What follows belongs to an exercise in optimizing a design on an open flow for small area, a short achievable clock period and few clock cycles per item; a production flow would make more cautious choices.
In this exercise RTL edits were held to simulation tests only and were not proved equivalent to the original.
Power figures rest on the tool's default switching activity, not on a simulated workload.

==> flow/design.v, too long to show whole: its modules and the start of the top module <==
// module dot4_tree: 5841 lines
// module systolic_array: 22 lines
// module bk34: 158 lines
// module control_unit: 28 lines
// module top_level_accelerator: 92 lines
module top_level_accelerator #(
    parameter N = 4,
    parameter DATA_WIDTH = 16,
    parameter ACCUM_WIDTH = 40
) (
    input clk,
    input reset,
    input start,
    input load_a_b,
    input [7:0] write_addr,
    input signed [DATA_WIDTH-1:0] write_data_a,
    input signed [DATA_WIDTH-1:0] write_data_b,
    input [7:0] read_addr,
    output signed [ACCUM_WIDTH-1:0] read_data_c,
    output done
);
  // ...
==> flow/flow/run.sh <==
#!/bin/bash
# Own layout flow: the standard flow, with one step between synthesis and
# floorplan: flow/polarity.py picks the polarity of the full adders and simple
# gates in the synthesized netlist so that fewer inverters are needed (the
# netlist's function, registers and ports are unchanged).
set -euo pipefail
R=orfs/results/${FLOW_PLATFORM}/top_level_accelerator/base

bash standard.sh synth > synth.log 2>&1
cp $R/1_2_yosys.v $R/1_2_yosys.orig.v
python3 flow/polarity.py $R/1_2_yosys.orig.v $R/1_2_yosys.v > polarity.log 2>&1
bash standard.sh > layout.log 2>&1
==> flow/flow/polarity.py <==
#!/usr/bin/env python3
"""Remove inverters from a sky130hd gate netlist by choosing the polarity of
full adders and of simple gates.

A full adder is self-dual: FA(~a, ~b, ~c) = (~sum, ~carry). So each full adder
may work on complemented inputs and give complemented outputs. A 2-input AND
may become a NAND (and so on) and give its output complemented. This script
collapses every inverter between internal nets, picks a polarity for every
full adder and such gate by local search to need as few inverters as
possible, and writes the netlist back with the inverters that remain needed.
Flip-flops, ports and all other cells keep their names and functions.

usage: polarity.py IN.v OUT.v
"""
import re
import sys
from collections import defaultdict

INV_COST = 3.7536
# cell base -> (complement base, area of base, area of complement) for _1 drive
FLIP = {
    "and2": ("nand2", 6.256, 3.7536), "nand2": ("and2", 3.7536, 6.256),
    "or2": ("nor2", 6.256, 3.7536), "nor2": ("or2", 3.7536, 6.256),
    "and3": ("nand3", 6.256, 5.0048), "nand3": ("and3", 5.0048, 6.256),
    "or3": ("nor3", 6.256, 5.0048), "nor3": ("or3", 5.0048, 6.256),
    "and4": ("nand4", 7.5072, 6.256), "nand4": ("and4", 6.256, 7.5072),
    "or4": ("nor4", 7.5072, 6.256), "nor4": ("or4", 6.256, 7.5072),
    "xor2": ("xnor2", 8.7584, 8.7584), "xnor2": ("xor2", 8.7584, 8.7584),
}
OUT_PINS = {"X", "Y", "Q", "Q_N", "SUM", "COUT", "HI", "LO"}
PFX = "sky130_fd_sc_hd__"

CELL_RE = re.compile(r"^(\s*)(" + PFX + r"\w+)\s+(\S+)\s*\((.*?)\);\s*$", re.S | re.M)
PIN_RE = re.compile(r"\.(\w+)\(([^()]*)\)")


def split_type(t):
    m = re.match(PFX + r"(\w+?)_(\d+)$", t)
    return (m.group(1), m.group(2)) if m else (t[len(PFX):], "")


def esc(n):
    """A net as written: escaped identifiers end with a space."""
    return n + " " if n.startswith("\\") else n


def main(src, dst):
    text = open(src).read()
    mod_end = text.rindex("endmodule")
    cells = []
    for m in CELL_RE.finditer(text):
        pins = [(p, n.strip()) for p, n in PIN_RE.findall(m.group(4))]
        cells.append({"type": m.group(2), "name": m.group(3), "pins": pins,
                      "span": m.span()})
    ports = set()
    for m in re.finditer(r"^\s*(input|output|inout)\s+(\[[^\]]*\]\s*)?([^;]+);", text, re.M):
        for n in m.group(3).split(","):
            ports.add(n.strip())

    def is_port(net):
        base = net.split("[")[0].strip()
        return base in ports or net in ports

    assigned = set()
    for m in re.finditer(r"^\s*assign\s+(.*?)\s*=\s*(.*?);", text, re.M):
        assigned.add(m.group(1).strip())
        assigned.add(m.group(2).strip())

    driver = {}
    loads = defaultdict(list)
    for ci, c in enumerate(cells):
        for pi, (p, n) in enumerate(c["pins"]):
            if p in OUT_PINS:
                driver[n] = (ci, p)
            else:
                loads[n].append((ci, pi))

    def inv_cell(c):
        b, _ = split_type(c["type"])
        return b in ("inv", "clkinv")

    # collapsible inverters: internal input and output nets
    removed = set()
    for ci, c in enumerate(cells):
        if inv_cell(c):
            a = dict(c["pins"])["A"]
            y = dict(c["pins"])["Y"]
            if is_port(a) or is_port(y) or a in assigned or y in assigned:
                continue
            if a.startswith(("1'", "0'")):
                continue
            removed.add(ci)

    def root(net):
        """(root net, parity) through removed inverters."""
        par = 0
        seen = 0
        while net in driver and driver[net][0] in removed:
            net = dict(cells[driver[net][0]]["pins"])["A"]
            par ^= 1
            seen += 1
            assert seen < 1000
        return net, par

    # variables
    var_of_cell = {}
    cost0 = {}
    cost1 = {}
    for ci, c in enumerate(cells):
        if ci in removed:
            continue
        b, drive = split_type(c["type"])
        if b == "fa":
            var_of_cell[ci] = len(var_of_cell)
            cost0[ci] = cost1[ci] = 0.0
        elif b in FLIP and drive == "1":
            var_of_cell[ci] = len(var_of_cell)
            cost0[ci] = FLIP[b][1]
            cost1[ci] = FLIP[b][2]
    nv = len(var_of_cell)
    cell_of_var = {v: ci for ci, v in var_of_cell.items()}

    # consumers: for each root net, list of (cell index, pin index, parity, var or None)
    cons = defaultdict(list)
    for ci, c in enumerate(cells):
        if ci in removed:
            continue
        b, _ = split_type(c["type"])
        for pi, (p, n) in enumerate(c["pins"]):
            if p in OUT_PINS:
                continue
            r, par = root(n)
            v = var_of_cell.get(ci) if b == "fa" else None
            cons[r].append((ci, pi, par, v))
    # root nets driven by a variable cell
    drv_var = {}
    for ci, v in var_of_cell.items():
        for p, n in cells[ci]["pins"]:
            if p in OUT_PINS:
                drv_var[n] = v
    # nets each variable touches
    touch = defaultdict(set)
    for r, lst in cons.items():
        if r in drv_var:
            touch[drv_var[r]].add(r)
        for (_, _, _, v) in lst:
            if v is not None:
                touch[v].add(r)

    y = [0] * nv

    def need_inv(r):
        xr = y[drv_var[r]] if r in drv_var else 0
        for (_, _, par, v) in cons[r]:
            want = par ^ (y[v] if v is not None else 0)
            if want != xr:
                return True
        return False

    def total():
        s = sum(INV_COST for r in cons if need_inv(r))
        s += sum(cost1[cell_of_var[v]] if y[v] else cost0[cell_of_var[v]] for v in range(nv))
        return s

    def local(v):
        ci = cell_of_var[v]
        s = cost1[ci] if y[v] else cost0[ci]
        s += sum(INV_COST for r in touch[v] if need_inv(r))
        return s

    start = total()

    def search():
        improved = True
        passes = 0
        while improved and passes < 50:
            improved = False
            passes += 1
            for v in range(nv):
                before = local(v)
                y[v] ^= 1
                after = local(v)
                if after < before - 1e-9:
                    improved = True
                else:
                    y[v] ^= 1

    best = None
    parent = list(range(nv))
    rel = [0] * nv          # parity to parent

    def find(v):
        path = []
        while parent[v] != v:
            path.append(v)
            v = parent[v]
        # compress
        for u in reversed(path):
            p = parent[u]
            if p != v:
                rel[u] ^= rel[p]
                parent[u] = v
        return v

    def parity(v):
        find(v)
        return rel[v] if parent[v] != v else 0

    conflicts = 0
    for r, lst in cons.items():
        if r not in drv_var:
            continue
        g = drv_var[r]
        for (_, _, par, v) in lst:
            if v is None:
                continue
            a, b = find(g), find(v)
            pa, pb = parity(g), parity(v)
            if a == b:
                if pa ^ pb != par:
                    conflicts += 1
                continue
            parent[a] = b
            rel[a] = pa ^ pb ^ par
    groups = defaultdict(list)
    for v in range(nv):
        groups[find(v)].append((v, parity(v)))
    gtouch = {}
    for gid, members in groups.items():
        ts = set()
        for v, _ in members:
            ts |= touch[v]
        gtouch[gid] = ts

    def glocal(gid):
        s = 0.0
        for v, _ in groups[gid]:
            ci = cell_of_var[v]
            s += cost1[ci] if y[v] else cost0[ci]
        s += sum(INV_COST for r in gtouch[gid] if need_inv(r))
        return s

    def gsearch():
        improved = True
        passes = 0
        while improved and passes < 50:
            improved = False
            passes += 1
            for gid, members in groups.items():
                before = glocal(gid)
                for v, _ in members:
                    y[v] ^= 1
                after = glocal(gid)
                if after < before - 1e-9:
                    improved = True
                else:
                    for v, _ in members:
                        y[v] ^= 1

    for init in (0, 1):
        for gid, members in groups.items():
            for v, p in members:
                y[v] = p ^ init
        gsearch()
        search()
        t = total()
        if best is None or t < best[0]:
            best = (t, list(y))
    print("groups %d, conflicts %d" % (len(groups), conflicts))
    for init in (0, 1):
        for v in range(nv):
            b, _ = split_type(cells[cell_of_var[v]]["type"])
            if b == "fa":
                y[v] = init
            elif b in ("and2", "or2", "and3", "or3", "and4", "or4"):
                y[v] = init
            else:
                y[v] = 0
        search()
        t = total()
        if best is None or t < best[0]:
            best = (t, list(y))
    y[:] = best[1]
    final = best[0]

    # rewrite
    new_nets = []
    new_cells = []
    inv_net = {}

    def inverted(r):
        if r not in inv_net:
            nn = "_pinv_%d_" % len(inv_net)
            inv_net[r] = nn
            new_nets.append(nn)
            new_cells.append("  %sinv_1 _pinvc_%d_ (\n    .A(%s),\n    .Y(%s)\n  );\n"
                             % (PFX, len(new_cells), esc(r), nn))
        return inv_net[r]

    conn = {}
    for r, lst in cons.items():
        xr = y[drv_var[r]] if r in drv_var else 0
        for (ci, pi, par, v) in lst:
            want = par ^ (y[v] if v is not None else 0)
            conn[(ci, pi)] = r if want == xr else inverted(r)

    out = []
    pos = 0
    for ci, c in enumerate(cells):
        s, e = c["span"]
        out.append(text[pos:s])
        pos = e
        if ci in removed:
            continue
        t = c["type"]
        v = var_of_cell.get(ci)
        b, drive = split_type(t)
        if v is not None and y[v] and b in FLIP:
            t = PFX + FLIP[b][0] + "_" + drive
        pins = []
        nb, _ = split_type(t)
        for pi, (p, n) in enumerate(c["pins"]):
            if t != c["type"] and p in ("X", "Y"):
                p = "Y" if nb.startswith(("nand", "nor", "xnor")) else "X"
            pins.append("    .%s(%s)" % (p, esc(conn.get((ci, pi), n) if p not in OUT_PINS else n)))
        out.append("  %s %s (\n%s\n  );" % (t, c["name"], ",\n".join(pins)))
    tail = text[pos:]
    me = tail.rindex("endmodule")
    out.append(tail[:me])
    for nn in new_nets:
        out.append("  wire %s;\n" % nn)
    out.extend(new_cells)
    out.append(tail[me:])
    open(dst, "w").write("".join(out))
    nfl = sum(1 for v in range(nv) if y[v])
    print("polarity: %d inverters collapsed, %d variables (%d flipped), %d inverters added;"
          " cost %.0f -> %.0f um2" % (len(removed), nv, nfl, len(inv_net), start, final))


if __name__ == "__main__":
    main(sys.argv[1], sys.argv[2])
==> flow/standard.sh <==
#!/bin/bash
# synth_recipe.tcl (not shown) runs the flow's synth.tcl, then flattens the netlist and writes it again
# the make line also repeats each setting of config.mk as NAME=value (left out here)
make -C /OpenROAD-flow-scripts/flow DESIGN_CONFIG=/design/flow/config.mk WORK_HOME=/design/flow/orfs CLKGATE_MAP_FILE= SYNTH_SCRIPT=/design/flow/synth_recipe.tcl "${@:-finish}"
==> flow/config.mk <==
export PLATFORM = sky130hd
export DESIGN_NAME = top_level_accelerator
export DESIGN_NICKNAME = top_level_accelerator
export VERILOG_FILES = /design/flow/design.v
export SDC_FILE = /design/flow/constraint.sdc
export NUM_CORES = 4
export LEC_CHECK = 0
export ABC_AREA = 1
export CAP_MARGIN = 20
export CORE_MARGIN = 2
export CORE_UTILIZATION = 65
export CTS_CLUSTER_DIAMETER = 60
export CTS_CLUSTER_SIZE = 30
export PLACE_DENSITY = 0.8
export SETUP_SLACK_MARGIN = 4.6
export SLEW_MARGIN = 20
==> flow/constraint.sdc <==
create_clock -name core_clock -period 10.0 [get_ports {clk}]
set_input_delay 2.0000 -clock core_clock [delete_from_list [all_inputs] [get_ports {clk}]]
set_output_delay 2.0000 -clock core_clock [all_outputs]
set_load 0.01 [all_outputs]
==> flow_summary.toml, run 1 <==
[timing]
finalSetupTns_ps = 0
hold_violations = 0
fin_crit_sh_pct = 55.6

[power]
sw_frac_of_total_pct = 42.6
intPower_uw = 11700
p_seq_share_pct = 37.9
top_power_group = "combinational cells"
powerClk_uw = 3560

[drt]
wirelength_um = 206000
drc = 0
met1Wirelength_um = 65700
drtPass1Iterations = 10

[worst_setup_path]
r2r_cells = 11
worst-path-buf-inv = 6
crit_slowest_cell = "or2_4"
cp-end-kind = "output port"
crit_family = "buffers and inverters"

[cells_and_area]
n_antenna_cell = 5
inverters = 344
final_common_cell = "nand2_1"
finalNonFillerCells = 7513
drive_gt1_share_pct = 8.97

[grt]
gr-usage-met1_pct = 46.8
grt_pass1_vias = 49694
track_usage_pct = 39.5
grt_max_degree = 115
grt_pass1_wl_um = 298000
grt_overflow_total = 0

[logic_synthesis]
synthesis.area_per_instance_sq_um = 10.3
syn_area_sq_um = 64200
netlist_instances = 6257

[cts]
cts_buffer_depth = 3
ctsHtreeMaxLevel = 3

[placed_design]
gp_congestion = 1.01

[run_status]
status = "no timing/DRC/antenna violations"

[min_path]
min_path_type = "reg2reg"
min_path_cells = 0

[floorplan]
tap_cells = 1287
die-area_sq_um = 101000
rows = 115
Testbench counts, summed over its fixed seeds: cycles 10,688, items 320.
==> module top_level_accelerator, before the edit <==
module top_level_accelerator #(
    parameter N = 4,
    parameter DATA_WIDTH = 16,
    parameter ACCUM_WIDTH = 40
) (
    input clk,
    input reset,
    input start,
    input load_a_b,
    input [7:0] write_addr,
    input signed [DATA_WIDTH-1:0] write_data_a,
    input signed [DATA_WIDTH-1:0] write_data_b,
    input [7:0] read_addr,
    output signed [ACCUM_WIDTH-1:0] read_data_c,
    output done
);
    localparam CW = 34;
    reg [15:0]   ap [0:3][0:3];
    reg [15:0]   bp [0:3][0:3];
    reg [CW-1:0] cp [0:3][0:3];
    reg [1:0]    m;
    wire          active;
    wire [3:0]    t;
    wire          wr_en;
    wire [1:0]    wr_row;
    wire [CW-1:0] c_new;
    control_unit ctrl_inst (
        .clk(clk), .reset(reset), .start(start),
        .active(active), .idx(t), .wr_en(wr_en), .wr_row(wr_row),
        .done(done)
    );
    systolic_array dot_inst (
        .clk(clk),
        .a0(ap[0][0]), .a1(ap[0][1]), .a2(ap[0][2]), .a3(ap[0][3]),
        .b0(bp[0][0]), .b1(bp[1][0]), .b2(bp[2][0]), .b3(bp[3][0]),
        .c_out(c_new)
    );
    always @(posedge clk or posedge reset) begin
        if (reset) m <= 2'd0;
        else       m <= m + 2'd1;
    end
    wire       wr_ok  = load_a_b && (write_addr[7:4] == 4'd0);
    wire [1:0] wr_i   = write_addr[3:2];
    wire [1:0] wr_j   = write_addr[1:0];
    wire [1:0] wr_bp  = wr_j - m - 2'd1;      
    wire       rot_a  = active && (t[1:0] == 2'd3);
    integer p, k;
    always @(posedge clk) begin
        for (p = 0; p < 4; p = p + 1)
            for (k = 0; k < 4; k = k + 1) begin
                if (wr_ok && wr_i == p && wr_j == k)
                    ap[p][k] <= write_data_a;
                else if (rot_a)
                    ap[p][k] <= ap[(p + 1) % 4][k];
                if (wr_ok && wr_i == k && wr_bp == p)
                    bp[k][p] <= write_data_b;
                else
                    bp[k][p] <= bp[k][(p + 1) % 4];
            end
        for (p = 0; p < 4; p = p + 1) begin
            cp[p][0] <= cp[p][1];
            cp[p][1] <= cp[p][2];
            cp[p][3] <= cp[p][0];
            if (wr_en && wr_row == p)
                cp[p][2] <= c_new;
            else
                cp[p][2] <= cp[p][3];
        end
    end
    reg  [1:0]    rd_t [0:3];
    wire [CW-1:0] c_ring [0:3];
    wire [3:0]    rd_sel;
    reg  [CW-1:0] c_rd;
    integer       r;
    genvar q;
    generate
        for (q = 0; q < 4; q = q + 1) begin : rd
            always @(posedge clk or posedge reset) begin
                if (reset) rd_t[q] <= q;
                else       rd_t[q] <= rd_t[q] + 2'd1;
            end
            assign c_ring[q] = cp[read_addr[3:2]][q];
            assign rd_sel[q] = (read_addr[1:0] == rd_t[q]);
        end
    endgenerate
    always @(*) begin
        c_rd = {CW{1'b0}};
        for (r = 0; r < 4; r = r + 1)
            c_rd = c_rd | ({CW{rd_sel[r]}} & c_ring[r]);
    end
    assign read_data_c = {{(ACCUM_WIDTH-CW){c_rd[CW-1]}}, c_rd};
endmodule
==> run 2: changes to the inputs <==
--- a/flow/design.v
+++ b/flow/design.v
@@ -6119,6 +6119,7 @@
     reg  [1:0]    rd_t [0:3];
-    wire [CW-1:0] c_ring [0:3];
+    wire [3:0]    rd_i = 4'b0001 << read_addr[3:2];
+    reg  [CW-1:0] c_ring [0:3];
     wire [3:0]    rd_sel;
     reg  [CW-1:0] c_rd;
-    integer       r;
+    integer       r, r2;
     genvar q;
@@ -6130,3 +6131,2 @@
             end
-            assign c_ring[q] = cp[read_addr[3:2]][q];
             assign rd_sel[q] = (read_addr[1:0] == rd_t[q]);
@@ -6135,2 +6135,7 @@
     always @(*) begin
+        for (r2 = 0; r2 < 4; r2 = r2 + 1) begin
+            c_ring[r2] = {CW{1'b0}};
+            for (r = 0; r < 4; r = r + 1)
+                c_ring[r2] = c_ring[r2] | ({CW{rd_i[r]}} & cp[r][r2]);
+        end
         c_rd = {CW{1'b0}};
--- a/flow/config.mk
+++ b/flow/config.mk
@@ -14,3 +14,3 @@
 export PLACE_DENSITY = 0.8
-export SETUP_SLACK_MARGIN = 4.6
+export SETUP_SLACK_MARGIN = 4.8
 export SLEW_MARGIN = 20
==> run 2 against run 1 <==
Still clean. Critical path depth shrank 2. Clock skew fell by 1.6 ps. Sequential cell count stayed put. Maximum frequency rose by 1.6%. Count of clock-buffer cells in the layout is 2 higher. Cell count is 1.7% higher. Critical path type unchanged. Critical endpoint is now read_data_c[14]. Largest cell class unchanged. Highest routed layer unchanged.
==> flow_summary.toml, run 2 <==
[run_status]
status = "no timing/DRC/antenna violations"

[worst_setup_path]
crit_required_ps = 8000
crit_chain = "buf_16, clkinv_16, buf_12, nand2_8, buf_6, o22ai_1, o21ai_0, nand4_1, buf_2"
worst_ep_arrival_time_ps = 3470
worstPathMaxFanout = 11
worstSetupPathType = "in2out"
startpoint_type = "input port"
crit_family = "buffers and inverters"
cp-end-kind = "output port"
worst-path-buf-inv = 5
crit_slowest_cell = "nand4_1"
max_stage_delay_ps = 280

[drt]
ant_nets = 0
num_vias = 49311
wire_per_inst_um = 26.4
drtPass1Iterations = 7
viasPerCell = 6.45
drt_iter0_markers = 7143
drc = 0
wirelength_um = 202000

[placed_design]
port_buffers = 88
dp_hpwl_um = 124000
gp_congestion = 0.997

[logic_synthesis]
syn_area_sq_um = 64600
netlist_instances = 6359
ys_warn_count = 13
syn_nets = 7439
synthesis.area_per_instance_sq_um = 10.2

[power]
power_uw = 20500
ir_drop_mv = 0.192
p_leak_uw = 0.0249
power_density_nw_per_um2 = 286

[grt]
track_usage_pct = 39.2
grt_pass1_wl_um = 296000
grt_pass1_vias = 49728
grt_overflow_total = 0
grt_max_degree = 107
antenna_found_initial = 10

[cts]
ctsHtreeMaxLevel = 3
cts_root_buf = "clkbuf_16"
postCtsHoldBufs = 0
cts.sinks = 1172
clock_latency_ps = 740
path_clk_slew_ps = 80
numCtsBuffers = 76
cts_tree = "done"
cts_buffer_depth = 3

[timing]
maxSlewViolCount = 0
fin_crit_ps = 5470
skew_ps = 41.5
grt_setup_unrepaired = "yes"
fin_crit_sh_pct = 54.7
finalSetupTns_ps = 0
fmax_mhz = 183
slew-limit-headroom_pct = 28.1
tightest_slew_ps = 1080
hold_violations = 0
finalSetupViolations = 0

[cells_and_area]
drive_gt1_share_pct = 9.31
reg.largest.list = "cp x544, ap x256, bp x256"
areaGrowthSynthToFinish_pct = 10.9
largest_register_ff_count = 544
nets = 7367
top_register = "cp"
final_common_cell = "nand2_1"
layout_common_cells = "nand2_1, fa_1, dfxtp_1"

[floorplan]
die-area_sq_um = 102000
pin_count = 93
start_util_pct = 65.6
fp.coreArea_sq_um = 98400
rows = 115
die_w_um = 319
die_y_um = 319

[min_path]
min_path_type = "reg2reg"

[run]
cap_violations = 0
-- run 2: path summary, 6_finish.rpt --
check | from | end | slack (ps) | depth (start not counted)
max in group asynchronous | reset | ctrl_inst.busy$_DFF_PP0_ | 7720 | 2
min reg2reg | cp[9][20]$_DFF_P_ | cp[8][20]$_DFF_P_ | 340 | 0
min in group asynchronous | reset | rd_t[0][1]$_DFF_PP0_ | 1750 | 2
max reg2reg | bp[8][7]$_DFF_P_ | dot_inst.s2[18]$_DFF_P_ | 4780 | 10
max | read_addr[2] | read_data_c[14] | 4530 | 9
min | cp[9][20]$_DFF_P_ | cp[8][20]$_DFF_P_ | 340 | 0
-- run 2: area by class of cell --
class	instances	area (sq um)
Timing Repair Buffer	377	4110
Antenna cell	4	10.0
Fill cell	6417	26800
Clock inverter	61	958
Multi-Input combinational cell	4319	35400
Tap cell	1287	1610
Timing Repair inverter	6	62.6
Sequential cell	1172	26200
Inverter	335	1340
Clock buffer	80	1960
-- run 2: worst reg2reg max path, cell delays in order (launching register included) --
cell     delay, ps
dfxtp_2        820
nand2_1        210
fa_1           550
fa_1           440
fa_1           500
fa_1           600
fa_1           580
fa_1           420
fa_1           460
fa_1           500
inv_1           40
-- run 2: repair_timing --
item | CTS | global route
gates resized for setup | 301 | 82
endpoints found under the setup margin | 60 | 58
cloned | 20 | 6
pin swaps | 17 | 17
buffers inserted | 144 | 33
-- run 2: power by group --
part	internal [uW]	leakage [uW]	switching [uW]	total, uW
logic	3410	0.0134	5810	9220
registers	6840	0.0101	788	7630
clock network	1690	0.00139	1930	3620
-- run 2: layer usage --
layer / GRT usage (%) / up-vias / wire length, um
li1: - / 20154 / -
met5: 2.13 / - / 438
met4: 23.0 / 20 / 16500
met2: 59.4 / 4071 / 87600
met1: 46.9 / 23841 / 67000
met3: 16.1 / 1225 / 30500
-- run 2: through the flow --
step,instance area [sq um],util (%),hold WS (ps),setup WS [ps],instances
finish,71600,72.7,341,4530,7641
global route,71600,72.7,348,4530,7638
CTS,70800,72.0,336,4600,7596
detailed placement,65800,66.8,335,2660,7291
global placement,65800,66.8,333,2690,7291
floorplan,64900,-,331,4800,6359
Testbench counts of run 2, summed over its fixed seeds: cycles 10,688, items 320.
==> run 3: changes to the inputs <==
--- a/flow/config.mk
+++ b/flow/config.mk
@@ -14,3 +14,3 @@
 export PLACE_DENSITY = 0.8
-export SETUP_SLACK_MARGIN = 4.8
+export SETUP_SLACK_MARGIN = 4.6
 export SLEW_MARGIN = 20
==> run 3 against run 2 <==
Utilization is 0.81 points lower. Global-route usage decreased by 0.93 points. Sequential cell count is the same. Power decreased by 1.8%. Still clean. Via count is 1.8% lower. Worst setup slack improved by 15 ps. Largest cell class unchanged. Combinational power is 2.3% lower. Cell count is 0.85% lower. Final area decreased by 1.1%.
==> flow_summary.toml, run 3 <==
[floorplan]
die-area_sq_um = 102000
rows = 115
pin_count = 93
die_w_um = 319
fp.coreArea_sq_um = 98400
die_y_um = 319
start_util_pct = 65.6

[placed_design]
dp_hpwl_um = 122000
gp_congestion = 1.03
dp.cells = 7295
dpl_worst_slack_ps = 2750
port_buffers = 88

[worst_setup_path]
worst-path-buf-inv = 3
max_stage_delay_ps = 270
crit_family = "buffers and inverters"
crit_required_ps = 8000
r2r_slack_ps = 4600
crit_slowest_cell = "buf_8"
worstPathMaxFanout = 20
worstSetupPathType = "in2out"
cp-end-kind = "output port"
startpoint_type = "input port"
crit_chain = "buf_16, nand2_4, buf_8, o22ai_1, o21ai_0, nand4_1, buf_2"
worst_ep_arrival_time_ps = 3460

[power]
ir_drop_mv = 0.309
p_switching_uw = 8330
pwr-share-comb_pct = 44.8
intPower_uw = 11800
p_seq_share_pct = 37.9
power_uw = 20100
p_clk_share_pct = 17.3
sw_frac_of_total_pct = 41.4
p_leak_uw = 0.0245
power_density_nw_per_um2 = 284

[drt]
ant_nets = 0
drc = 0
drt_iter0_markers = 6424
drtPass1Iterations = 9
wire_per_inst_um = 25.5
num_vias = 48415
wirelength_um = 193000
viasPerCell = 6.39

[min_path]
min_path_type = "reg2reg"

[timing]
hold_violations = 0
finalSetupTns_ps = 0
finalSetupViolations = 0
fmax_mhz = 183
fin_crit_sh_pct = 54.6
skew_ps = 53.7
slew-limit-headroom_pct = 19.4
hold_slack_ps = 297
worst_slack_ps = 4540
fin_crit_ps = 5460
tightest_slew_ps = 1210
grt_setup_unrepaired = "yes"
maxSlewViolCount = 0

[cells_and_area]
top_register = "cp"
layout_common_cells = "nand2_1, fa_1, dfxtp_1"
nFillCells = 6603
areaGrowthSynthToFinish_pct = 9.63
largest_register_ff_count = 544
final_common_cell = "nand2_1"
finalNonFillerCells = 7576
reg.largest.list = "cp x544, ap x256, bp x256"
drive_gt1_share_pct = 8.14
nets = 7306

[cts]
cts.sinks = 1172
cts_root_buf = "clkbuf_16"
path_clk_slew_ps = 100
clock_latency_ps = 730
numCtsBuffers = 74
cts_buffer_depth = 3
ctsHtreeMaxLevel = 3
cts_tree = "done"

[logic_synthesis]
synthesis.area_per_instance_sq_um = 10.2
ys_warn_count = 13
syn_nets = 7439
netlist_instances = 6359
syn_area_sq_um = 64600

[grt]
grt_max_degree = 113
antenna_found_initial = 6
track_usage_pct = 38.2
grt_pass1_wl_um = 290000
grt_overflow_total = 0
grt_pass1_vias = 49600

[run]
cap_violations = 0

[run_status]
status = "no timing/DRC/antenna violations"
[run 3: power groups by stage]
stage	Clock, uW	Combinational, uW	Sequential (uW)
2_1_floorplan	0	5550	7370
3_3_place_gp	0	7760	7810
3_5_place_dp	0	8130	7900
4_1_cts	3500	8550	7630
5_1_grt	3680	9820	7750
6_report	3480	9010	7610
[run 3: worst paths after layout]
| path | startpoint | endpoint | cells past startpoint |
|---|---|---|---|
| setup / recovery | read_addr[2] | read_data_c[30] | 7 |
| hold / removal | cp[10][17]$_DFF_P_ | cp[9][17]$_DFF_P_ | 0 |
| setup reg to reg | bp[8][1]$_DFF_P_ | dot_inst.s2[18]$_DFF_P_ | 10 |
| hold reg to reg | cp[10][17]$_DFF_P_ | cp[9][17]$_DFF_P_ | 0 |
| max in group asynchronous | reset | m[0]$_DFF_PP0_ | 2 |
| min in group asynchronous | reset | rd_t[0][1]$_DFF_PP0_ | 2 |
[run 3: area by class of cell]
| type | instances | area [sq um] | area share, % |
|---|---|---|---|
| Timing Repair Buffer | 321 | 3580 | 5.06 |
| Clock inverter | 56 | 828 | 1.17 |
| Inverter | 335 | 1310 | 1.85 |
| Timing Repair inverter | 3 | 28.8 | 0.0406 |
| Antenna cell | 2 | 5.00 | 0.00707 |
| Clock buffer | 81 | 1940 | 2.74 |
| Multi-Input combinational cell | 4319 | 35300 | 49.9 |
| Sequential cell | 1172 | 26200 | 37.0 |
| Tap cell | 1287 | 1610 | 2.27 |
[run 3: repair_timing]
action,in CTS,in global routing
endpoints found under the setup margin,50,52
cloned,22,4
pin swaps,11,18
resized for setup,259,73
hold buffers,0,0
setup buffers,89,26
[run 3: per-stage QoR]
stage | area (sq um) | util [%]
finish | 70800 | 71.9
global route | 70800 | 71.9
CTS | 70300 | 71.4
detailed placement | 65800 | 66.8
global placement | 65800 | 66.8
floorplan | 64600 | -
[run 3: layer usage]
layer | vias to the layer above | share of wire [%] | track usage (%)
li1 | 20038 | - | -
met5 | - | 0.19 | 2.13
met4 | 16 | 8.5 | 24.5
met2 | 3764 | 43 | 57.2
met1 | 23404 | 33 | 46.3
met3 | 1193 | 15 | 14.8
==> run 4: changes to the inputs <==
--- a/flow/config.mk
+++ b/flow/config.mk
@@ -16 +16,2 @@
 export SLEW_MARGIN = 20
+export TNS_END_PERCENT = 10
==> run 4 against run 3 <==
Still clean. Worst setup slack worse by 43 ps. Combinational power hardly changed. Wire length hardly changed. Non-clock buffer count is 6 lower. Sequential cell count unchanged. Sequential share of layout area up 0.094 points. Via count rose by 0.37%.
==> flow_summary.toml, run 4 <==
[logic_synthesis]
ys_warn_count = 13
syn_nets = 7439
synthesis.area_per_instance_sq_um = 10.2
syn_area_sq_um = 64600
netlist_instances = 6359

[min_path]
min_path_type = "reg2reg"
min_path_cells = 0

[worst_setup_path]
crit_required_ps = 8000
worstSetupPathType = "in2out"
timing.rr.end = "dot_inst.s2[19]$_DFF_P_"
worst_ep_arrival_time_ps = 3500
crit_path_end = "read_data_c[30]"
r2r_slack_ps = 4540
r2r_cells = 11
startpoint_type = "input port"
worstPathMaxFanout = 31
crit-reg2reg-launch = "ap[2][7]$_DFFE_PP_"
cp-startpoint = "read_addr[2]"
cp-end-kind = "output port"

[grt]
antenna_found_initial = 6
grt_pass1_wl_um = 290000
grt_max_degree = 113
grt_overflow_total = 0
grt_pass1_vias = 49592
track_usage_pct = 38.2

[cts]
cts_tree = "done"
path_clk_slew_ps = 110
numCtsBuffers = 74
ctsHtreeMaxLevel = 3
cts_root_buf = "clkbuf_16"
cts.sinks = 1172
cts_buffer_depth = 3
clock_latency_ps = 730

[floorplan]
pin_count = 93
fp.coreArea_sq_um = 98400
die-area_sq_um = 102000
die_y_um = 319
die_w_um = 319
start_util_pct = 65.6
rows = 115

[placed_design]
gp_congestion = 1.03
dpl-instance-area_sq_um = 65800
dp_hpwl_um = 122000
dpl_worst_slack_ps = 2750
port_buffers = 88
dp.cells = 7295

[timing]
slew-limit-headroom_pct = 19.5
hold_violations = 0
grt_setup_unrepaired = "yes"
maxSlewViolCount = 0
fin_crit_sh_pct = 55.0
hold_slack_ps = 295
tightest_slew_ps = 1210
skew_ps = 54.8
finalSetupTns_ps = 0
worst_slack_ps = 4500
fin_crit_ps = 5500
fmax_mhz = 182
finalSetupViolations = 0

[drt]
ant_nets = 0
drc = 0
num_vias = 48593
wirelength_um = 193000
wire_per_inst_um = 25.5
drt_iter0_markers = 6457
viasPerCell = 6.41
drtPass1Iterations = 14

[cells_and_area]
reg.largest.list = "cp x544, ap x256, bp x256"
nFillCells = 6625
layout_common_cells = "nand2_1, fa_1, dfxtp_1"
areaGrowthSynthToFinish_pct = 9.36
drive_gt1_share_pct = 7.78
top_register = "cp"
fin_area_sq_um = 70600
nets = 7302
finalNonFillerCells = 7575
largest_register_ff_count = 544
final_common_cell = "nand2_1"

[power]
ir_drop_mv = 0.335
p_leak_uw = 0.0244
power_density_nw_per_um2 = 285

[run]
cap_violations = 0

[run_status]
status = "no timing/DRC/antenna violations"
==> run 4: worst min-delay path by stage <==
stage	endpoint	slack [ps]	start
floorplan	cp[0][0]$_DFF_P_	330	cp[1][0]$_DFF_P_
global placement	cp[1][11]$_DFF_P_	330	cp[2][11]$_DFF_P_
detailed placement	cp[3][1]$_DFF_P_	340	cp[0][1]$_DFF_P_
CTS	cp[9][17]$_DFF_P_	300	cp[10][17]$_DFF_P_
global route	cp[13][17]$_DFF_P_	310	cp[14][17]$_DFF_P_
finish	cp[13][17]$_DFF_P_	300	cp[14][17]$_DFF_P_
==> run 4: stage by stage <==
stage | util [%] | total power (uW)
floorplan | - | 12900
global placement | 66.8 | 15600
detailed placement | 66.8 | 16000
CTS | 71.3 | 19600
global route | 71.7 | 21300
finish | 71.8 | 20100
==> run 4: cell type report <==
| class | instances | area [sq um] | share of cell area, % |
|---|---|---|---|
| Clock buffer | 81 | 1940 | 2.75 |
| Inverter | 335 | 1310 | 1.85 |
| Multi-Input combinational cell | 4319 | 35300 | 49.9 |
| Timing Repair Buffer | 315 | 3450 | 4.88 |
| Timing Repair inverter | 5 | 48.8 | 0.0691 |
| Tap cell | 1287 | 1610 | 2.28 |
| Antenna cell | 5 | 12.5 | 0.0177 |
| Clock inverter | 56 | 828 | 1.17 |
| Sequential cell | 1172 | 26200 | 37.0 |
==> run 4: critical path: stages <==
cell and delay (ps):
buf_16 200, inv_16 120, nand2_8 150, buf_12 210, o22ai_1 90, o21ai_0 200
nand4_1 240, buf_2 220
==> run 4: power breakdown <==
| part | leakage, uW | internal [uW] | total [uW] | switching, uW |
|---|---|---|---|---|
| clock network | 0.00133 | 1620 | 3480 | 1860 |
| registers | 0.0101 | 6840 | 7620 | 782 |
| logic | 0.0130 | 3300 | 9000 | 5700 |
| total | 0.0244 | 11800 | 20100 | 8340 |
==> run 4: timing repair <==
item / CTS / global route
resized for setup: 251 / 30
pin swaps: 11 / 4
setup buffers: 76 / 37
gates cloned: 22 / 3
setup endpoints to repair: 50 / 55
hold buffers: 0 / 0
hold endpoints to repair: 0 / 0
==> run 4: layer usage <==
metal  wire (um)  global-route usage, %  vias to the layer above
met2       83100                   57.2                     3864
met5         291                   2.36                        -
met3       28600                   14.9                     1217
li1            -                      -                    20016
met1       64700                   46.1                    23488
met4       16600                   24.8                        8
==> run 5: changes to the inputs <==
--- a/flow/config.mk
+++ b/flow/config.mk
@@ -14,4 +14,3 @@
 export PLACE_DENSITY = 0.8
-export SETUP_SLACK_MARGIN = 4.6
+export SETUP_SLACK_MARGIN = 4.45
 export SLEW_MARGIN = 20
-export TNS_END_PERCENT = 10
==> run 5 against run 4 <==
Still clean on timing, DRC and antenna. Worst setup slack worse by 160 ps. Final area is 0.80% lower. First-iteration DRC count is 2.5% lower. Non-clock buffer count is 38 lower. Die area stayed put. Via count is 1.4% lower. Critical endpoint is now read_data_c[35]. Highest routed layer unchanged. Sequential cell count stayed put.
==> flow_summary.toml, run 5 <==
[min_path]
min_path_type = "reg2reg"
min_path_cells = 0
min_to = "cp[12][2]$_DFF_P_"
hold_start = "cp[13][2]$_DFF_P_"

[cells_and_area]
final_common_cell = "nand2_1"
largest_register_ff_count = 544
finalNonFillerCells = 7534
nets = 7261
nFillCells = 6672
reg.largest.list = "cp x544, ap x256, bp x256"
layout_common_cells = "nand2_1, fa_1, dfxtp_1"
top_register = "cp"
drive_gt1_share_pct = 6.70
areaGrowthSynthToFinish_pct = 8.48

[placed_design]
dp.cells = 7302
dp_hpwl_um = 123000
gp_congestion = 1.05
port_buffers = 88

[timing]
maxSlewViolCount = 0
fin_crit_ps = 5660
fmax_mhz = 177
grt_setup_unrepaired = "yes"
finalSetupViolations = 0
tightest_slew_ps = 1250
slew-limit-headroom_pct = 16.3
hold_violations = 0
skew_ps = 62.1
finalSetupTns_ps = 0
fin_crit_sh_pct = 56.6

[drt]
num_vias = 47894
drc = 0
drtPass1Iterations = 14
ant_nets = 0
wirelength_um = 192000
drt_iter0_markers = 6298
viasPerCell = 6.36
wire_per_inst_um = 25.5

[worst_setup_path]
r2r_cells = 10
crit_required_ps = 8000
crit-reg2reg-launch = "ap[2][10]$_DFFE_PP_"
worst_ep_arrival_time_ps = 3660
worstSetupPathType = "in2out"
r2r_slack_ps = 4390
worstPathMaxFanout = 45
cp-end-kind = "output port"
startpoint_type = "input port"
timing.rr.end = "dot_inst.s2[19]$_DFF_P_"

[grt]
grt_max_degree = 98
track_usage_pct = 37.7
grt_overflow_total = 0
antenna_found_initial = 5
grt_pass1_wl_um = 285000
grt_pass1_vias = 48718

[floorplan]
start_util_pct = 65.6
rows = 115
die-area_sq_um = 102000
die_y_um = 319
die_w_um = 319
pin_count = 93
fp.coreArea_sq_um = 98400

[logic_synthesis]
netlist_instances = 6359
syn_nets = 7439
synthesis.area_per_instance_sq_um = 10.2
syn_area_sq_um = 64600
ys_warn_count = 13

[run_status]
status = "no timing/DRC/antenna violations"

[power]
power_density_nw_per_um2 = 284
ir_drop_mv = 0.197
p_leak_uw = 0.0241

[cts]
cts_root_buf = "clkbuf_16"
cts_tree = "done"
ctsHtreeMaxLevel = 3
path_clk_slew_ps = 90
clock_latency_ps = 730
numCtsBuffers = 73
postCtsHoldBufs = 0
cts.sinks = 1172
cts_buffer_depth = 3

[run]
cap_violations = 0
## run 5: cell count changes in the layout (fill, tap and decap cells not counted), sizes merged
cell,previous run,this run
dlymetal6s2s,0,1
bufbuf,9,3
inv,365,366
buf,247,200
clkbuf,86,89
dlygate4sd2,2,11
clkinv,26,21
clkinvlp,2,4
diode,5,6
## run 5: layer usage
metal,GRT usage [%],routed length [um],vias to the layer above
li1,-,-,19935
met1,45.7,64800,23139
met2,57.4,83700,3640
met3,14.5,27800,1164
met4,22.6,15700,16
met5,2.22,419,-
## run 5: repair_timing
| action | in CTS | in global routing |
|---|---|---|
| cloned | 15 | 5 |
| setup endpoints to repair | 41 | 40 |
| resized for setup | 186 | 46 |
| pin swaps | 11 | 7 |
| setup buffers | 19 | 51 |
## run 5: where the power goes
part	total, uW	switching [uW]	internal [uW]
Combinational	8680	5490	3190
Clock	3510	1910	1610
Sequential	7730	890	6840
## run 5: critical path, stage by stage
cell,delay [ps]
buf_16,180
inv_16,110
buf_16,230
nand3_1,130
nand4_1,100
nand2_1,110
nand4_1,250
buf_4,240
buf_6,110
buf_6,110
## run 5: area by class of cell
cell class | count | area (sq um) | share of cell area, %
clock buffer | 79 | 1870 | 2.67
sequential | 1172 | 26100 | 37.3
tap | 1287 | 1610 | 2.30
antenna | 6 | 15.0 | 0.0214
multi-input combinational | 4319 | 35300 | 50.3
timing repair inverter | 3 | 26.3 | 0.0375
timing repair buffer | 277 | 2920 | 4.16
inverter | 335 | 1310 | 1.86
clock inverter | 56 | 903 | 1.29
## run 5: worst max path at each step
stage	slack, ps	cells after the start	from	endpoint
CTS	4330	9	read_addr[0]	read_data_c[18]
global placement	2960	8	read_addr[3]	read_data_c[30]
global route	4330	12	read_addr[1]	read_data_c[37]
detailed placement	2940	8	read_addr[3]	read_data_c[30]
finish	4340	10	read_addr[2]	read_data_c[35]
floorplan	4470	9	read_addr[2]	read_data_c[34]
## run 5: stage by stage
| stage | instance area [sq um] | utilization (%) | setup WS (ps) | power (uW) | hold slack (ps) |
|---|---|---|---|---|---|
| 2_1_floorplan | 64600 | - | 4470 | 12900 | 331 |
| 3_3_place_gp | 65800 | 66.9 | 2960 | 15600 | 332 |
| 3_5_place_dp | 65800 | 66.9 | 2940 | 16000 | 335 |
| 4_1_cts | 69400 | 70.5 | 4330 | 19500 | 315 |
| 5_1_grt | 70000 | 71.2 | 4330 | 21100 | 326 |
| 6_report | 70100 | 71.2 | 4340 | 19900 | 313 |

==> port drivers added, routing unchanged <==
The results above use ideal ports. As a check the final layouts listed here were re-extracted and re-timed, cells and wires unchanged. Step 1 sets driving cells, clkbuf_16 on the clock port and buf_2 on the other inputs (assumed; they add their load-dependent delay and slew). Step 2 also shifts input and output timing later by t, the mid clock arrival at the registers, as if the neighbouring blocks saw the same clock. Slacks: ideal ports / drivers / drivers and shift; pairs: ideal ports / drivers.
run	t, ns	slack for setup (ns)	worst hold slack (ns)	clock arrival spread, ns	cell pins on the clock port's net
run 1	0.748	4.439 / 4.185 / 4.185	0.320 / 0.320 / 0.320	0.055 / 0.055	1
run 2	0.786	4.527 / 4.308 / 4.308	0.341 / 0.341 / 0.341	0.042 / 0.043	1
run 3	0.776	4.543 / 4.324 / 4.324	0.297 / 0.297 / 0.297	0.058 / 0.058	1
run 4	0.772	4.499 / 4.342 / 4.342	0.295 / 0.295 / 0.295	0.056 / 0.056	1
run 5	0.774	4.339 / 4.121 / 4.121	0.313 / 0.313 / 0.313	0.064 / 0.064	1
After both steps every run listed still meets setup and hold. The setup slack of run 1, which loses most, moves by -0.254 ns with the drivers and by -0.254 ns with both steps.
